Context: an optimization exercise on an open-source flow, tuned for small area and a short achievable clock period. The choices shown serve that exercise and are no tape-out recipe.
RTL that was checked went through simulation tests only; none was proved equivalent to the original.
No activity file was given, so power comes from the tool's default toggle rates.

==> flow/design.v <==
module cpu2(
    input clk, rst_n,
    output hlt,
    output [15:0] pc,
    output [15:0] imem_addr,
    input [15:0] imem_data,
    output [15:0] dmem_addr,
    output [15:0] dmem_wdata,
    output dmem_we,
    input [15:0] dmem_rdata
);
    reg [15:0] pc_r;
    reg [15:0] if_inst, if_pc;
    reg [15:0] ex_inst, ex_pc, ex_rd1, ex_rd2;
    reg        ex_rfw, ex_stall, ex_flush;
    reg        ex_sub, ex_bimm;                    
    reg        ex_s1x, ex_s1m, ex_s1r, ex_s2x, ex_s2m, ex_s2r;
    reg        ex_spc;
    reg        ex_btk, ex_brtk;                    
    reg [2:0]  flags;
    reg        mem_rfw, mem_dmw, mem_mtr, mem_hlt, mem_m3;
    reg [3:0]  mem_wr;
    reg [15:0] mem_res, mem_sd;
    reg        wb_rfw, wb_hlt;
    reg [3:0]  wb_wr;
    reg [15:0] wb_data;
    wire [3:0] ex_op    = ex_inst[15:12];
    wire [3:0] ex_wr    = ex_inst[11:8];
    wire       ex_is_ld = (ex_op == 4'h8);
    wire       ex_is_st = (ex_op == 4'h9);
    wire       ex_br    = ex_op[3] & ex_op[2];           
    wire [3:0] ex_rr2   = ex_is_st ? ex_inst[11:8] : ex_inst[3:0];
    wire       ex_flagset = ex_rfw & ~ex_op[3] & ~(ex_op[1] & ex_op[0]);
    wire [15:0] id_inst = ex_flush ? 16'h0000 : if_inst;
    wire [15:0] id_pc   = if_pc;
    wire [3:0]  op      = id_inst[15:12];
    wire id_is_st  = (op == 4'h9);
    wire id_lb0    = op[3] & ~op[2] & op[1];             
    wire id_is_b   = (op == 4'hC);
    wire id_is_br  = (op == 4'hD);
    wire id_is_hlt = (op == 4'hF);
    wire id_rfw    = ~(id_is_st | id_is_b | id_is_br | id_is_hlt);
    wire [3:0] rr1 = id_lb0 ? id_inst[11:8] : id_inst[7:4];
    wire [3:0] rr2 = id_is_st ? id_inst[11:8] : id_inst[3:0];
    wire stall = (ex_is_ld & ((ex_wr == rr1) | (ex_wr == rr2))) |
                 ((id_is_b | id_is_br) & ex_flagset);
    wire f1x = id_rfw & (rr1 == ex_wr);
    wire f1m = id_rfw & (rr1 == mem_wr);
    wire f2x = id_rfw & (rr2 == ex_wr);
    wire f2m = id_rfw & (rr2 == mem_wr);
    reg cond;
    always @(*) begin
        case (id_inst[11:9])
            3'b000: cond = ~flags[0];
            3'b001: cond = flags[0];
            3'b010: cond = ~flags[0] & ~flags[2];
            3'b011: cond = flags[2];
            3'b100: cond = flags[0] | ~flags[2];
            3'b101: cond = flags[2] | flags[0];
            3'b110: cond = flags[1];
            default: cond = 1'b1;
        endcase
    end
    wire flush = (id_is_b | id_is_br) & cond & ~stall;
    wire rf_we = wb_rfw & ~ex_flush;
    wire [15:0] rf_wd = wb_data & {16{rst_n}};
    wire [15:0] rfv [0:15];
    genvar gi;
    generate
        for (gi = 0; gi < 16; gi = gi + 1) begin : R
            reg [15:0] q;
            always @(posedge clk)
                if (~rst_n | (rf_we & (wb_wr == gi))) q <= rf_wd;
            assign rfv[gi] = q;
        end
    endgenerate
    wire [15:0] rd1 = (rf_we & (rr1 == wb_wr)) ? wb_data : rfv[rr1];
    wire [15:0] rd2 = (rf_we & (rr2 == wb_wr)) ? wb_data : rfv[rr2];
    wire id_brop = op[3] & op[2];                        
    wire [15:0] a1 = ({16{ex_s1x}} & mem_res) | ({16{ex_s1m}} & wb_data) | ({16{ex_s1r}} & ex_rd1) |
                     ({16{ex_spc}} & {ex_pc[15:1], 1'b1});
    wire [15:0] a2 = ({16{ex_s2x}} & mem_res) | ({16{ex_s2m}} & wb_data) | ({16{ex_s2r}} & ex_rd2);
    wire [3:0] imm4 = ex_inst[3:0];
    wire        ex_is_hlt = (ex_op == 4'hF);
    wire [15:0] immv = ~ex_op[3] ? {12'h000, imm4} :
                       ~ex_op[2] ? {{11{imm4[3]}}, imm4, 1'b0} :
                       {({15{ex_btk}} & {{6{ex_inst[8]}}, ex_inst[8:0]}) | {15{ex_is_hlt}}, 1'b1};
    wire [15:0] rt = ex_bimm ? immv : a2;
    wire [15:0] addA = {a1[15:1], a1[0] & ~(ex_op[3] & ~ex_op[2])};
    wire [15:0] addB = rt ^ {16{ex_sub}};
    wire [15:0] lo   = {1'b0, addA[14:0]} + {1'b0, addB[14:0]} + {15'h0000, ex_sub};
    wire        c15  = lo[15];
    wire [15:0] s    = {addA[15] ^ addB[15] ^ c15, lo[14:0]};
    wire [15:0] pc_tgt = {s[15:1], ex_pc[0]};      
    wire        ovf  = (addA[15] == addB[15]) & (c15 != addA[15]);
    wire        szero = &((addA ^ addB) ~^ {addA[14:0] | addB[14:0], ex_sub});
    wire [8:0]  red_lo = a1[7:0] + rt[7:0];
    wire [8:0]  red_hi = a1[15:8] + rt[15:8];
    wire [12:0] red_t  = {{4{red_lo[8]}}, red_lo[7:0]} + {{4{red_hi[8]}}, red_hi[7:0]};
    wire [15:0] red    = {{4{red_t[12]}}, red_t[11:0]};
    wire [4:0] n0 = a1[3:0] + rt[3:0];
    wire [4:0] n1 = a1[7:4] + rt[7:4];
    wire [4:0] n2 = a1[11:8] + rt[11:8];
    wire [4:0] n3 = a1[15:12] + rt[15:12];
    wire o0 = (a1[3] == rt[3]) & (n0[3] != a1[3]);
    wire o1 = (a1[7] == rt[7]) & (n1[3] != a1[7]);
    wire [15:0] psa;
    assign psa[3:0]   = o0 ? (a1[3] ? 4'h1 : 4'h7) : n0[3:0];
    assign psa[7:4]   = o1 ? (a1[7] ? 4'h1 : 4'h7) : n1[3:0];
    assign psa[11:8]  = (o0 & ~(a1[11] ^ rt[11])) ? (a1[11] ? 4'h1 : 4'h7) : n2[3:0];
    assign psa[15:12] = (o0 & ~(a1[15] ^ rt[15])) ? (a1[15] ? 4'h1 : 4'h7) : n3[3:0];
    wire        is_sll = (ex_op == 4'h4);
    wire        is_ror = (ex_op == 4'h6);
    wire [3:0]  rot_n  = is_sll ? (4'h0 - imm4) : imm4;
    wire [31:0] rotw   = {a1, a1} >> rot_n;
    wire [15:0] rot    = rotw[15:0];
    wire [15:0] keep   = is_ror ? 16'hFFFF : is_sll ? (16'hFFFF << imm4) : (16'hFFFF >> imm4);
    wire        shfill = ~is_sll & a1[15];
    wire [15:0] sho    = (rot & keep) | ({16{shfill}} & ~keep);
    wire [7:0]  imm8   = ex_inst[7:0];
    wire        op_add = ~ex_op[2] & ~ex_op[1];                
    wire        op_xor = (ex_op == 4'h2);
    wire        op_red = (ex_op == 4'h3);
    wire        op_sh  = (ex_op == 4'h4) | (ex_op == 4'h5) | (ex_op == 4'h6);
    wire        op_psa = (ex_op == 4'h7);
    wire        op_llb = (ex_op == 4'hA);
    wire        op_lhb = (ex_op == 4'hB);
    wire        op_pcs = (ex_op == 4'hE);
    wire        op_a1  = (ex_op == 4'hC) | (ex_op == 4'hD) | (ex_op == 4'hF);
    wire        satv   = ovf & ~ex_op[3];      
    wire [15:0] addres = satv ? (a1[15] ? 16'h0100 : 16'h7FFF) : s;
    wire [15:0] res =
          ({16{op_add | op_pcs}} & {addres[15:1], addres[0] | (op_pcs & ex_pc[0])})
        | ({16{op_xor}} & (a1 ^ rt))
        | ({16{op_red}} & red)
        | ({16{op_sh}}  & sho)
        | ({16{op_psa}} & psa)
        | ({16{op_a1}}  & ex_rd1)                  
        | {{8{op_llb}} & a1[15:8], {8{op_lhb}} & a1[7:0]}
        | {{8{op_lhb}} & imm8, {8{op_llb}} & imm8};
    reg [2:0] flags_n;
    always @(*) begin
        case (ex_op)
            4'h0, 4'h1: flags_n = {~ovf & s[15], ovf, ~ovf & szero};
            4'h2:       flags_n = {flags[2:1], flags[0] | (a1 == rt)};
            4'h4, 4'h5, 4'h6: flags_n = {flags[2:1], flags[0] | (sho == 16'h0000)};
            default:    flags_n = flags;
        endcase
    end
    assign dmem_addr  = mem_res;
    assign dmem_wdata = mem_m3 ? wb_data : mem_sd;
    assign dmem_we    = mem_dmw & rst_n;
    assign hlt       = wb_hlt;
    assign pc        = if_pc;
    assign imem_addr = pc_r;
    always @(posedge clk) begin
        ex_pc    <= id_pc;
        ex_btk   <= id_is_b & cond;
        ex_brtk  <= id_is_br & cond;
        ex_rd1   <= rd1;
        ex_rd2   <= rd2;
        mem_sd   <= ex_rd2;
        wb_data  <= mem_mtr ? dmem_rdata : mem_res;
    end
    always @(posedge clk) begin
        if (~rst_n) begin
            pc_r <= 16'h0000; if_inst <= 16'h0000; if_pc <= 16'h0000;
            ex_inst <= 16'h0000;
            ex_rfw <= 1'b0; ex_stall <= 1'b0; ex_flush <= 1'b0;
            ex_sub <= 1'b0; ex_bimm <= 1'b0; ex_spc <= 1'b0;
            ex_s1x <= 1'b0; ex_s1m <= 1'b0; ex_s1r <= 1'b0;
            ex_s2x <= 1'b0; ex_s2m <= 1'b0; ex_s2r <= 1'b0;
            flags <= 3'b000;
            mem_rfw <= 1'b0; mem_dmw <= 1'b0; mem_mtr <= 1'b0; mem_hlt <= 1'b0;
            mem_m3 <= 1'b0; mem_wr <= 4'h0; mem_res <= 16'h0000;
            wb_rfw <= 1'b0; wb_hlt <= 1'b0; wb_wr <= 4'h0;
        end else begin
            if (~ex_stall) begin
                pc_r    <= ~ex_br ? pc_r + 16'd2 :
                           ex_brtk ? ex_rd1 : pc_tgt;
                if_inst <= imem_data;
                if_pc   <= pc_r;
            end
            ex_inst  <= stall ? 16'h0000 : id_inst;
            ex_rfw   <= ~stall & id_rfw;
            ex_stall <= stall;
            ex_sub   <= ~stall & (op == 4'h1);
            ex_bimm  <= ~stall & ((op == 4'h4) | (op == 4'h5) | (op == 4'h6) |
                                  (op == 4'h8) | (op == 4'h9) | id_brop);
            ex_spc   <= ~stall & id_brop;
            ex_flush <= flush;
            ex_s1x   <= ~stall & f1x & ~id_brop;
            ex_s1m   <= ~stall & ~f1x & f1m & ~id_brop;
            ex_s1r   <= ~stall & ~f1x & ~f1m & ~id_brop;
            ex_s2x   <= ~stall & f2x;
            ex_s2m   <= ~stall & ~f2x & f2m;
            ex_s2r   <= ~stall & ~f2x & ~f2m;
            flags    <= flags_n;
            mem_rfw  <= ex_rfw;
            mem_dmw  <= ex_is_st;
            mem_mtr  <= ex_is_ld;
            mem_hlt  <= ex_is_hlt;
            mem_wr   <= ex_wr;
            mem_res  <= res;
            mem_m3   <= mem_rfw & (mem_wr == ex_rr2);
            wb_rfw   <= mem_rfw;
            wb_hlt   <= mem_hlt;
            wb_wr    <= mem_wr;
        end
    end
endmodule
Settings: LEC_CHECK=0, CAP_MARGIN=20, CORE_MARGIN=2, CORE_UTILIZATION=65, PLACE_DENSITY=0.72, SLEW_MARGIN=20; clock period 11.0 ns.
standard.sh (not shown) runs the stock make flow with config.mk's settings and CLKGATE_MAP_FILE= SYNTH_SCRIPT=/design/flow/synth_recipe.tcl, a recipe that flattens the netlist after the stock synthesis.
==> flow/flow/run.sh <==
#!/bin/bash
# The standard layout (standard synthesis, floorplan, placement, CTS,
# routing) with a tighter timing-repair target and a leaner clock tree and
# port buffers. The clock period and constraints are the design's own.
#  - repair_timing aims for SETUP_SLACK_MARGIN ns of setup slack
#  - CTS builds from clkbuf_4/clkbuf_8 in clusters of up to 12 sinks, without
#    dummy loads
#  - every input and output port still gets its own buffer (buf_1)
set -euo pipefail
bash standard.sh \
  SETUP_SLACK_MARGIN=6.15 \
  "CTS_ARGS=-sink_clustering_enable -repair_clock_nets -dont_use_dummy_load -sink_clustering_size 12 -sink_clustering_max_diameter 70 -buf_list {sky130_fd_sc_hd__clkbuf_4 sky130_fd_sc_hd__clkbuf_8}" \
  "BUFFER_PORTS_ARGS=-buffer_cell sky130_fd_sc_hd__buf_1" \
  finish > standard_flow.log 2>&1
Change:
--- a/flow/design.v
+++ b/flow/design.v
@@ -156,4 +156,6 @@
     always @(posedge clk) begin
         ex_pc    <= id_pc;
+        if (~ex_stall) if_inst <= imem_data;
+        ex_inst[7:0] <= if_inst[7:0];
         ex_btk   <= id_is_b & cond;
         ex_brtk  <= id_is_br & cond;
@@ -165,7 +167,8 @@
     always @(posedge clk) begin
         if (~rst_n) begin
-            pc_r <= 16'h0000; if_inst <= 16'h0000; if_pc <= 16'h0000;
-            ex_inst <= 16'h0000;
-            ex_rfw <= 1'b0; ex_stall <= 1'b0; ex_flush <= 1'b0;
+            pc_r <= 16'h0000; if_pc <= 16'h0000;
+            ex_inst[15:8] <= 8'h00;
+            ex_rfw <= 1'b0; ex_stall <= 1'b0;
+            ex_flush <= 1'b1;
             ex_sub <= 1'b0; ex_bimm <= 1'b0; ex_spc <= 1'b0;
             ex_s1x <= 1'b0; ex_s1m <= 1'b0; ex_s1r <= 1'b0;
@@ -179,8 +182,7 @@
                 pc_r    <= ~ex_br ? pc_r + 16'd2 :
                            ex_brtk ? ex_rd1 : pc_tgt;
-                if_inst <= imem_data;
                 if_pc   <= pc_r;
             end
-            ex_inst  <= stall ? 16'h0000 : id_inst;
+            ex_inst[15:8] <= stall ? 8'h00 : id_inst[15:8];
             ex_rfw   <= ~stall & id_rfw;
             ex_stall <= stall;
After rerunning: The changed run completed with no timing, DRC or antenna violations. Global-route usage climbs by 1.9 points. Setup slack loses 0.069 ns. Combinational power drops by about 7%. Sequential power drops by about 2%. Core utilization climbs by 1.7 points. Count of clock-buffer cells in the layout stays the same. Final area climbs by 0.49%. Die area drops by 0.81%. Flip-flop and latch count stays the same. Clock power drops by about 2%. Via count climbs by 4.1%. Synthesized cell count climbs by 2.3%. Fmax drops by 1.4%.
Only the layout flow was run in the second run of this note; the RTL was not checked for function there.

## static timing again, ports no longer ideal
No port has a modelled driver above. Below, the same layouts with a new extraction and two added sets of constraints. Step 1 assumes that a clkbuf_16 drives the clock port and a buf_2 every other input. Step 2 moves the port delays by t, midway between the first and last clock arrival at a register: inputs arrive t later, outputs are due t later. That takes back most of the time a late clock gives input paths. Slacks: ideal / step 1 / step 2; pairs: ideal / step 1.
run	shift t [ns]	setup slack, ns	clock arrival spread, ns
the first run	0.679	6.188 / 6.157 / 6.157	0.102 / 0.103
the second run	0.672	6.119 / 6.077 / 6.077	0.119 / 0.119
After both steps setup and hold are still met in every run listed. The setup slack of the second run, which loses most, moves by -0.042 ns with the drivers and by -0.042 ns with both steps.
